From an optimization exercise on the open Yosys and OpenROAD flow, aimed at small area; shortcuts taken in it are not production practice.
The RTL was checked by simulation tests, not by an equivalence proof against the original design.
The clock port is modelled as an ideal driver; clocking choices that lean on that would not hold on a real chip.
Power figures rest on the tool's default switching activity, not on a simulated workload.

==> 11-22: inputs <==
==> flow/design.v (excerpt) <==
module cache #(
    localparam ByteOffsetBits = 4,
    localparam IndexBits = 6,
    localparam TagBits = 22,
    localparam NrWordsPerLine = 4,
    localparam NrLines = 64,
    localparam LineSize = 32 * NrWordsPerLine
) (
    input logic clk_i,
    input logic rstn_i,
    input logic [31:0] addr_i,
    input logic read_en_i,
    output logic read_valid_o,
    output logic [31:0] read_word_o,
    output logic [31:0] mem_addr_o,
    output logic mem_read_en_o,
    input logic mem_read_valid_i,
    input logic [LineSize-1:0] mem_read_data_i
);
    localparam EntryBits = LineSize + TagBits;    
    logic [TagBits-1:0] tag;
    logic [IndexBits-1:0] index;
    logic [1:0] offset;
    assign tag = addr_i[31:10];
    assign index = addr_i[9:4];
    assign offset = addr_i[3:2];
    logic phase_q;
    always_ff @(posedge clk_i or negedge rstn_i) begin
        if (!rstn_i) phase_q <= 1'b0;
        else phase_q <= ~phase_q;
    end
    logic [NrLines-1:0] sel, we, nwe;
    always_comb begin
        for (int l = 0; l < NrLines; l++) begin
            sel[l] = (index == l[IndexBits-1:0]);
            we[l] = mem_read_valid_i & sel[l];
            nwe[l] = ~we[l];
        end
    end
    logic [EntryBits-1:0] din;
  ...
==> module cache_o22ai, before the edit <==
module cache_o22ai (input logic a1, a2, b1, b2, output logic y);
    assign y = ~((a1 | a2) & (b1 | b2));
endmodule
==> module cache_a222oi, before the edit <==
module cache_a222oi (input logic a1, a2, b1, b2, c1, c2, output logic y);
    assign y = ~((a1 & a2) | (b1 & b2) | (c1 & c2));
endmodule
==> module cache_nand2, before the edit <==
module cache_nand2 (input logic a, b, output logic y);
    assign y = ~(a & b);
endmodule
==> module cache_nand4, before the edit <==
module cache_nand4 (input logic a, b, c, d, output logic y);
    assign y = ~(a & b & c & d);
endmodule
==> module cache_nor2, before the edit <==
module cache_nor2 (input logic a, b, output logic y);
    assign y = ~(a | b);
endmodule
==> module cache_nand3, before the edit <==
module cache_nand3 (input logic a, b, c, output logic y);
    assign y = ~(a & b & c);
endmodule
==> module cache_mux64, before the edit <==
module cache_mux64 (input logic [63:0] s, input logic [63:0] d, output logic y);
    logic [21:0] n1;
    logic [5:0] p2;
    logic [2:0] q3;
    for (genvar g = 0; g < 21; g++) begin : g_l1
        cache_a222oi u (.a1(s[3*g]), .a2(d[3*g]), .b1(s[3*g+1]), .b2(d[3*g+1]),
                        .c1(s[3*g+2]), .c2(d[3*g+2]), .y(n1[g]));
    end
    cache_nand2 u_l1_last (.a(s[63]), .b(d[63]), .y(n1[21]));
    for (genvar g = 0; g < 5; g++) begin : g_l2
        cache_nand4 u (.a(n1[4*g]), .b(n1[4*g+1]), .c(n1[4*g+2]), .d(n1[4*g+3]), .y(p2[g]));
    end
    cache_nand2 u_l2_last (.a(n1[20]), .b(n1[21]), .y(p2[5]));
    for (genvar g = 0; g < 3; g++) begin : g_l3
        cache_nor2 u (.a(p2[2*g]), .b(p2[2*g+1]), .y(q3[g]));
    end
    cache_nand3 u_l4 (.a(q3[0]), .b(q3[1]), .c(q3[2]), .y(y));
endmodule
==> module cache, before the edit <==
module cache #(
    localparam ByteOffsetBits = 4,
    localparam IndexBits = 6,
    localparam TagBits = 22,
    localparam NrWordsPerLine = 4,
    localparam NrLines = 64,
    localparam LineSize = 32 * NrWordsPerLine
) (
    input logic clk_i,
    input logic rstn_i,
    input logic [31:0] addr_i,
    input logic read_en_i,
    output logic read_valid_o,
    output logic [31:0] read_word_o,
    output logic [31:0] mem_addr_o,
    output logic mem_read_en_o,
    input logic mem_read_valid_i,
    input logic [LineSize-1:0] mem_read_data_i
);
    localparam EntryBits = LineSize + TagBits;    
    logic [TagBits-1:0] tag;
    logic [IndexBits-1:0] index;
    logic [1:0] offset;
    assign tag = addr_i[31:10];
    assign index = addr_i[9:4];
    assign offset = addr_i[3:2];
    logic phase_q;
    always_ff @(posedge clk_i or negedge rstn_i) begin
        if (!rstn_i) phase_q <= 1'b0;
        else phase_q <= ~phase_q;
    end
    logic [NrLines-1:0] sel, we, nwe;
    always_comb begin
        for (int l = 0; l < NrLines; l++) begin
            sel[l] = (index == l[IndexBits-1:0]);
            we[l] = mem_read_valid_i & sel[l];
            nwe[l] = ~we[l];
        end
    end
    logic [EntryBits-1:0] din;
    assign din = {tag, mem_read_data_i} ^ {EntryBits{phase_q}};
    logic [NrLines-1:0] valid_q;
    always_ff @(posedge clk_i or negedge rstn_i) begin
        if (!rstn_i) valid_q <= '0;
        else valid_q <= valid_q | we;
    end
    logic [EntryBits-1:0] entry_q [NrLines];
    logic [EntryBits-1:0] entry_d [NrLines];
    for (genvar l = 0; l < NrLines; l++) begin : g_line
        for (genvar b = 0; b < EntryBits; b++) begin : g_bit
            cache_o22ai u_next (.a1(entry_q[l][b]), .a2(we[l]), .b1(din[b]), .b2(nwe[l]),
                                .y(entry_d[l][b]));
        end
        always_ff @(posedge clk_i) entry_q[l] <= entry_d[l];
    end
    logic [EntryBits-1:0] col;
    for (genvar b = 0; b < EntryBits; b++) begin : g_col
        logic [NrLines-1:0] d;
        for (genvar l = 0; l < NrLines; l++) begin : g_d
            assign d[l] = entry_q[l][b];
        end
        cache_mux64 u_mux (.s(sel), .d(d), .y(col[b]));
    end
    logic valid_sel;
    cache_mux64 u_vmux (.s(sel), .d(valid_q), .y(valid_sel));
    logic [LineSize-1:0] line;
    logic [TagBits-1:0] line_tag;
    assign {line_tag, line} = col ^ {EntryBits{phase_q}};
    logic hit;
    assign hit = valid_sel && (line_tag == tag) && read_en_i;
    assign read_word_o = line[offset * 32 +: 32];
    assign read_valid_o = hit;
    assign mem_addr_o = {tag, index, 4'b0};
    assign mem_read_en_o = !hit;
endmodule
clock: 12.0 ns
lec_check: 0
cap_margin: 10
core_margin: 2
core_utilization: 45
slew_margin: 10
synth_hierarchical: 1
synth_minimum_keep_size: 0
standard.sh (not shown) runs the stock make flow with config.mk's settings and CLKGATE_MAP_FILE= SYNTH_SCRIPT=/design/flow/synth_recipe.tcl, a recipe that flattens the netlist after the stock synthesis.
==> flow/flow/run.sh <==
#!/bin/bash
# Own layout flow: the standard flow (standard.sh) step by step, with
#  - the standard synthesis, unchanged;
#  - small cells only for buffering and sizing in placement and routing, so
#    that repair_design fixes slew and capacitance with buf_1/buf_2 trees;
#  - clock tree synthesis without dummy loads, with larger sink clusters;
#  - port buffers of buf_2.
# Each step's full output goes to a log file of its own in this folder.
set -euo pipefail

P=sky130_fd_sc_hd__
BIG="${P}buf_4 ${P}buf_6 ${P}buf_8 ${P}buf_12 ${P}buf_16 ${P}bufbuf_8 ${P}bufbuf_16 \
${P}clkbuf_4 ${P}clkbuf_8 ${P}clkbuf_16 ${P}clkdlybuf4s15_1 ${P}clkdlybuf4s15_2 \
${P}clkdlybuf4s18_1 ${P}clkdlybuf4s18_2 ${P}clkdlybuf4s25_1 ${P}clkdlybuf4s25_2 \
${P}clkdlybuf4s50_1 ${P}clkdlybuf4s50_2 ${P}dlymetal6s2s_1 ${P}dlymetal6s4s_1 ${P}dlymetal6s6s_1 \
${P}*_8 ${P}*_12 ${P}*_16"

bash standard.sh synth > log_1_synth.txt 2>&1

export BUFFER_PORTS_ARGS="-buffer_cell ${P}buf_2"
export DONT_USE_CELLS="$BIG"
bash standard.sh floorplan > log_2_floorplan.txt 2>&1
bash standard.sh place > log_3_place.txt 2>&1

# CTS may use the clock buffers; its timing repair afterwards sees the same list
export DONT_USE_CELLS="${P}buf_6 ${P}buf_8 ${P}buf_12 ${P}buf_16 ${P}bufbuf_8 ${P}bufbuf_16"
export CTS_ARGS="-sink_clustering_enable -repair_clock_nets -dont_use_dummy_load \
-sink_clustering_size 25 -sink_clustering_max_diameter 80 -buf_list ${P}clkbuf_16"
bash standard.sh cts > log_4_cts.txt 2>&1

export DONT_USE_CELLS="$BIG"
unset CTS_ARGS
bash standard.sh route > log_5_route.txt 2>&1
bash standard.sh finish > log_6_finish.txt 2>&1
==> 10-08: changes against 11-22 <==
==> flow/design.v (replaced) <==
module cache #(
    localparam ByteOffsetBits = 4,
    localparam IndexBits = 6,
    localparam TagBits = 22,
    localparam NrWordsPerLine = 4,
    localparam NrLines = 64,
    localparam LineSize = 32 * NrWordsPerLine
) (
    input logic clk_i,
    input logic rstn_i,
    input logic [31:0] addr_i,
    input logic read_en_i,
    output logic read_valid_o,
    output logic [31:0] read_word_o,
    output logic [31:0] mem_addr_o,
    output logic mem_read_en_o,
    input logic mem_read_valid_i,
    input logic [LineSize-1:0] mem_read_data_i
);
    logic [TagBits-1:0] tag_mem [0:NrLines-1];       
    logic [LineSize-1:0] data_mem [0:NrLines-1];     
    logic valid_mem [0:NrLines-1];                   
    logic [TagBits-1:0] tag;                         
    logic [IndexBits-1:0] index;                     
    logic [ByteOffsetBits-1:0] offset;               
    assign tag = addr_i[31:10];
    assign index = addr_i[9:4];
    assign offset = addr_i[3:2];
    logic hit;
    assign hit = (valid_mem[index] && (tag_mem[index] == tag) && read_en_i);
    always_comb begin
        if (hit) 
            read_word_o = data_mem[index][offset * 32 +: 32];
	else read_word_o = 32'b0;
    end
    assign read_valid_o = hit;
    assign mem_addr_o = {tag, index, 4'b0};  
    assign mem_read_en_o = !hit;
    always_ff @(posedge clk_i or negedge rstn_i) begin
        if (!rstn_i) begin
            integer i;
            for (i = 0; i < NrLines; i = i + 1) begin
                valid_mem[i] <= 1'b0;
                tag_mem[i] <= {TagBits{1'b0}};
                data_mem[i] <= {LineSize{1'b0}};
            end
        end else if (mem_read_valid_i) begin
            data_mem[index] <= mem_read_data_i;  
            tag_mem[index] <= tag;              
            valid_mem[index] <= 1'b1;           
        end
    end
endmodule
==> flow/run.sh (new file) <==
#!/bin/bash
# synth_recipe.tcl (not shown) runs the flow's synth.tcl, then flattens the netlist and writes it again
# the make line also repeats each setting of config.mk as NAME=value (left out here)
make -C /OpenROAD-flow-scripts/flow DESIGN_CONFIG=/design/flow/config.mk WORK_HOME=/design/flow/orfs CLKGATE_MAP_FILE= SYNTH_SCRIPT=/design/flow/synth_recipe.tcl finish
==> flow/config.mk (replaced) <==
export PLATFORM = sky130hd
export DESIGN_NAME = cache
export DESIGN_NICKNAME = cache
export VERILOG_FILES = /design/flow/design.v
export SDC_FILE = /design/flow/constraint.sdc
export NUM_CORES = 8
export LEC_CHECK = 0
export CAP_MARGIN = 20
export CORE_MARGIN = 2
export CORE_UTILIZATION = 40
export SLEW_MARGIN = 40
removed: flow/flow/run.sh
removed: flow/standard.sh
==> 03-01: changes against 11-22 <==
--- a/flow/design.v
+++ b/flow/design.v
@@ -62,7 +62,2 @@
     assign offset = addr_i[3:2];
-    logic phase_q;
-    always_ff @(posedge clk_i or negedge rstn_i) begin
-        if (!rstn_i) phase_q <= 1'b0;
-        else phase_q <= ~phase_q;
-    end
     logic [NrLines-1:0] sel, we, nwe;
@@ -76,3 +71,3 @@
     logic [EntryBits-1:0] din;
-    assign din = {tag, mem_read_data_i} ^ {EntryBits{phase_q}};
+    assign din = {tag, mem_read_data_i};
     logic [NrLines-1:0] valid_q;
@@ -84,2 +79,3 @@
     logic [EntryBits-1:0] entry_d [NrLines];
+    logic [NrLines-1:0] pol_q, pol_d;
     for (genvar l = 0; l < NrLines; l++) begin : g_line
@@ -89,3 +85,7 @@
         end
-        always_ff @(posedge clk_i) entry_q[l] <= entry_d[l];
+        cache_nand2 u_pol (.a(pol_q[l]), .b(nwe[l]), .y(pol_d[l]));
+        always_ff @(posedge clk_i) begin
+            entry_q[l] <= entry_d[l];
+            pol_q[l] <= pol_d[l];
+        end
     end
@@ -99,10 +99,15 @@
     end
-    logic valid_sel;
+    logic valid_sel, pol_sel;
     cache_mux64 u_vmux (.s(sel), .d(valid_q), .y(valid_sel));
-    logic [LineSize-1:0] line;
-    logic [TagBits-1:0] line_tag;
-    assign {line_tag, line} = col ^ {EntryBits{phase_q}};
-    logic hit;
-    assign hit = valid_sel && (line_tag == tag) && read_en_i;
-    assign read_word_o = line[offset * 32 +: 32];
+    cache_mux64 u_pmux (.s(sel), .d(pol_q), .y(pol_sel));
+    logic [LineSize-1:0] line_raw;
+    logic [TagBits-1:0] tag_raw;
+    assign {tag_raw, line_raw} = col;
+    logic tag_eq0, tag_eq1, hit;
+    assign tag_eq0 = (tag_raw == tag);
+    assign tag_eq1 = (tag_raw == ~tag);
+    assign hit = valid_sel && (pol_sel ? tag_eq1 : tag_eq0) && read_en_i;
+    logic [31:0] word_raw;
+    assign word_raw = line_raw[offset * 32 +: 32];
+    assign read_word_o = word_raw ^ {32{pol_sel}};
     assign read_valid_o = hit;
==> flow/flow/run.sh (replaced) <==
#!/bin/bash
# Own layout flow: the standard flow (standard.sh), step by step, with
#  - the standard synthesis, unchanged;
#  - port buffers of buf_2;
#  - clock tree synthesis without dummy loads and with larger sink clusters.
# Each step's full output goes to a log file of its own in this folder.
set -euo pipefail
P=sky130_fd_sc_hd__

bash standard.sh synth > log_1_synth.txt 2>&1

export BUFFER_PORTS_ARGS="-buffer_cell ${P}buf_2"
bash standard.sh floorplan > log_2_floorplan.txt 2>&1
bash standard.sh place > log_3_place.txt 2>&1

export CTS_ARGS="-sink_clustering_enable -repair_clock_nets -dont_use_dummy_load \
-sink_clustering_size 25 -sink_clustering_max_diameter 80 -buf_list ${P}clkbuf_16"
bash standard.sh cts > log_4_cts.txt 2>&1
unset CTS_ARGS

bash standard.sh route > log_5_route.txt 2>&1
bash standard.sh finish > log_6_finish.txt 2>&1
--- a/flow/config.mk
+++ b/flow/config.mk
@@ -7,6 +7,6 @@
 export LEC_CHECK = 0
-export CAP_MARGIN = 10
+export CAP_MARGIN = 20
 export CORE_MARGIN = 2
 export CORE_UTILIZATION = 45
-export SLEW_MARGIN = 10
+export SLEW_MARGIN = 30
 export SYNTH_HIERARCHICAL = 1
==> summary of the runs <==
03-01 completed with no timing, DRC or antenna violations. 11-22 reached the layout checks and failed them: max-slew violations. 10-08 completed without violations. Of 10-08 and 11-22, 11-22 has the higher sequential power (gap about 4%, measured against 11-22). Worst hold slack: 03-01 < 11-22 < 10-08. Count of clock-buffer cells in the layout, lowest first: 11-22, 03-01, 10-08. Cell area: 10-08 > 11-22 > 03-01. Non-clock buffer count, lowest first: 03-01, 11-22, 10-08. The lowest via count belongs to 03-01, the highest to 10-08. The highest synthesized area belongs to 10-08, the lowest to 11-22. Die area: 10-08 is higher than 11-22 (about 56%).

## afterwards: timing with drivers on the ports
The flow's constraints put no driver on any port. The routed layouts listed below were extracted and timed again, unchanged, in two steps. Step 1 (the two cells are an assumption about what drives the block):
set clk [get_ports {clk_i}]
set_driving_cell -lib_cell sky130_fd_sc_hd__clkbuf_16 $clk
set_driving_cell -lib_cell sky130_fd_sc_hd__buf_2 [delete_from_list [all_inputs] $clk]
Step 2 moves the port delays by t, midway between the first and last clock arrival at a register: inputs arrive t later, outputs are due t later. That takes back most of the time a late clock gives input paths. Slacks: ideal / step 1 / step 2; pairs: ideal / step 1.
run | t (ns) | slack for setup (ns) | pins driven straight from the clock port
11-22 | 1.292 | 0.487 / 0.469 / 0.469 | 1
10-08 | 1.308 | 0.289 / 0.263 / 0.263 | 1
03-01 | 1.280 | 0.976 / 0.952 / 0.952 | 1
The setup slack of 10-08, which loses most, moves by -0.026 ns with the drivers and by -0.026 ns with both steps.
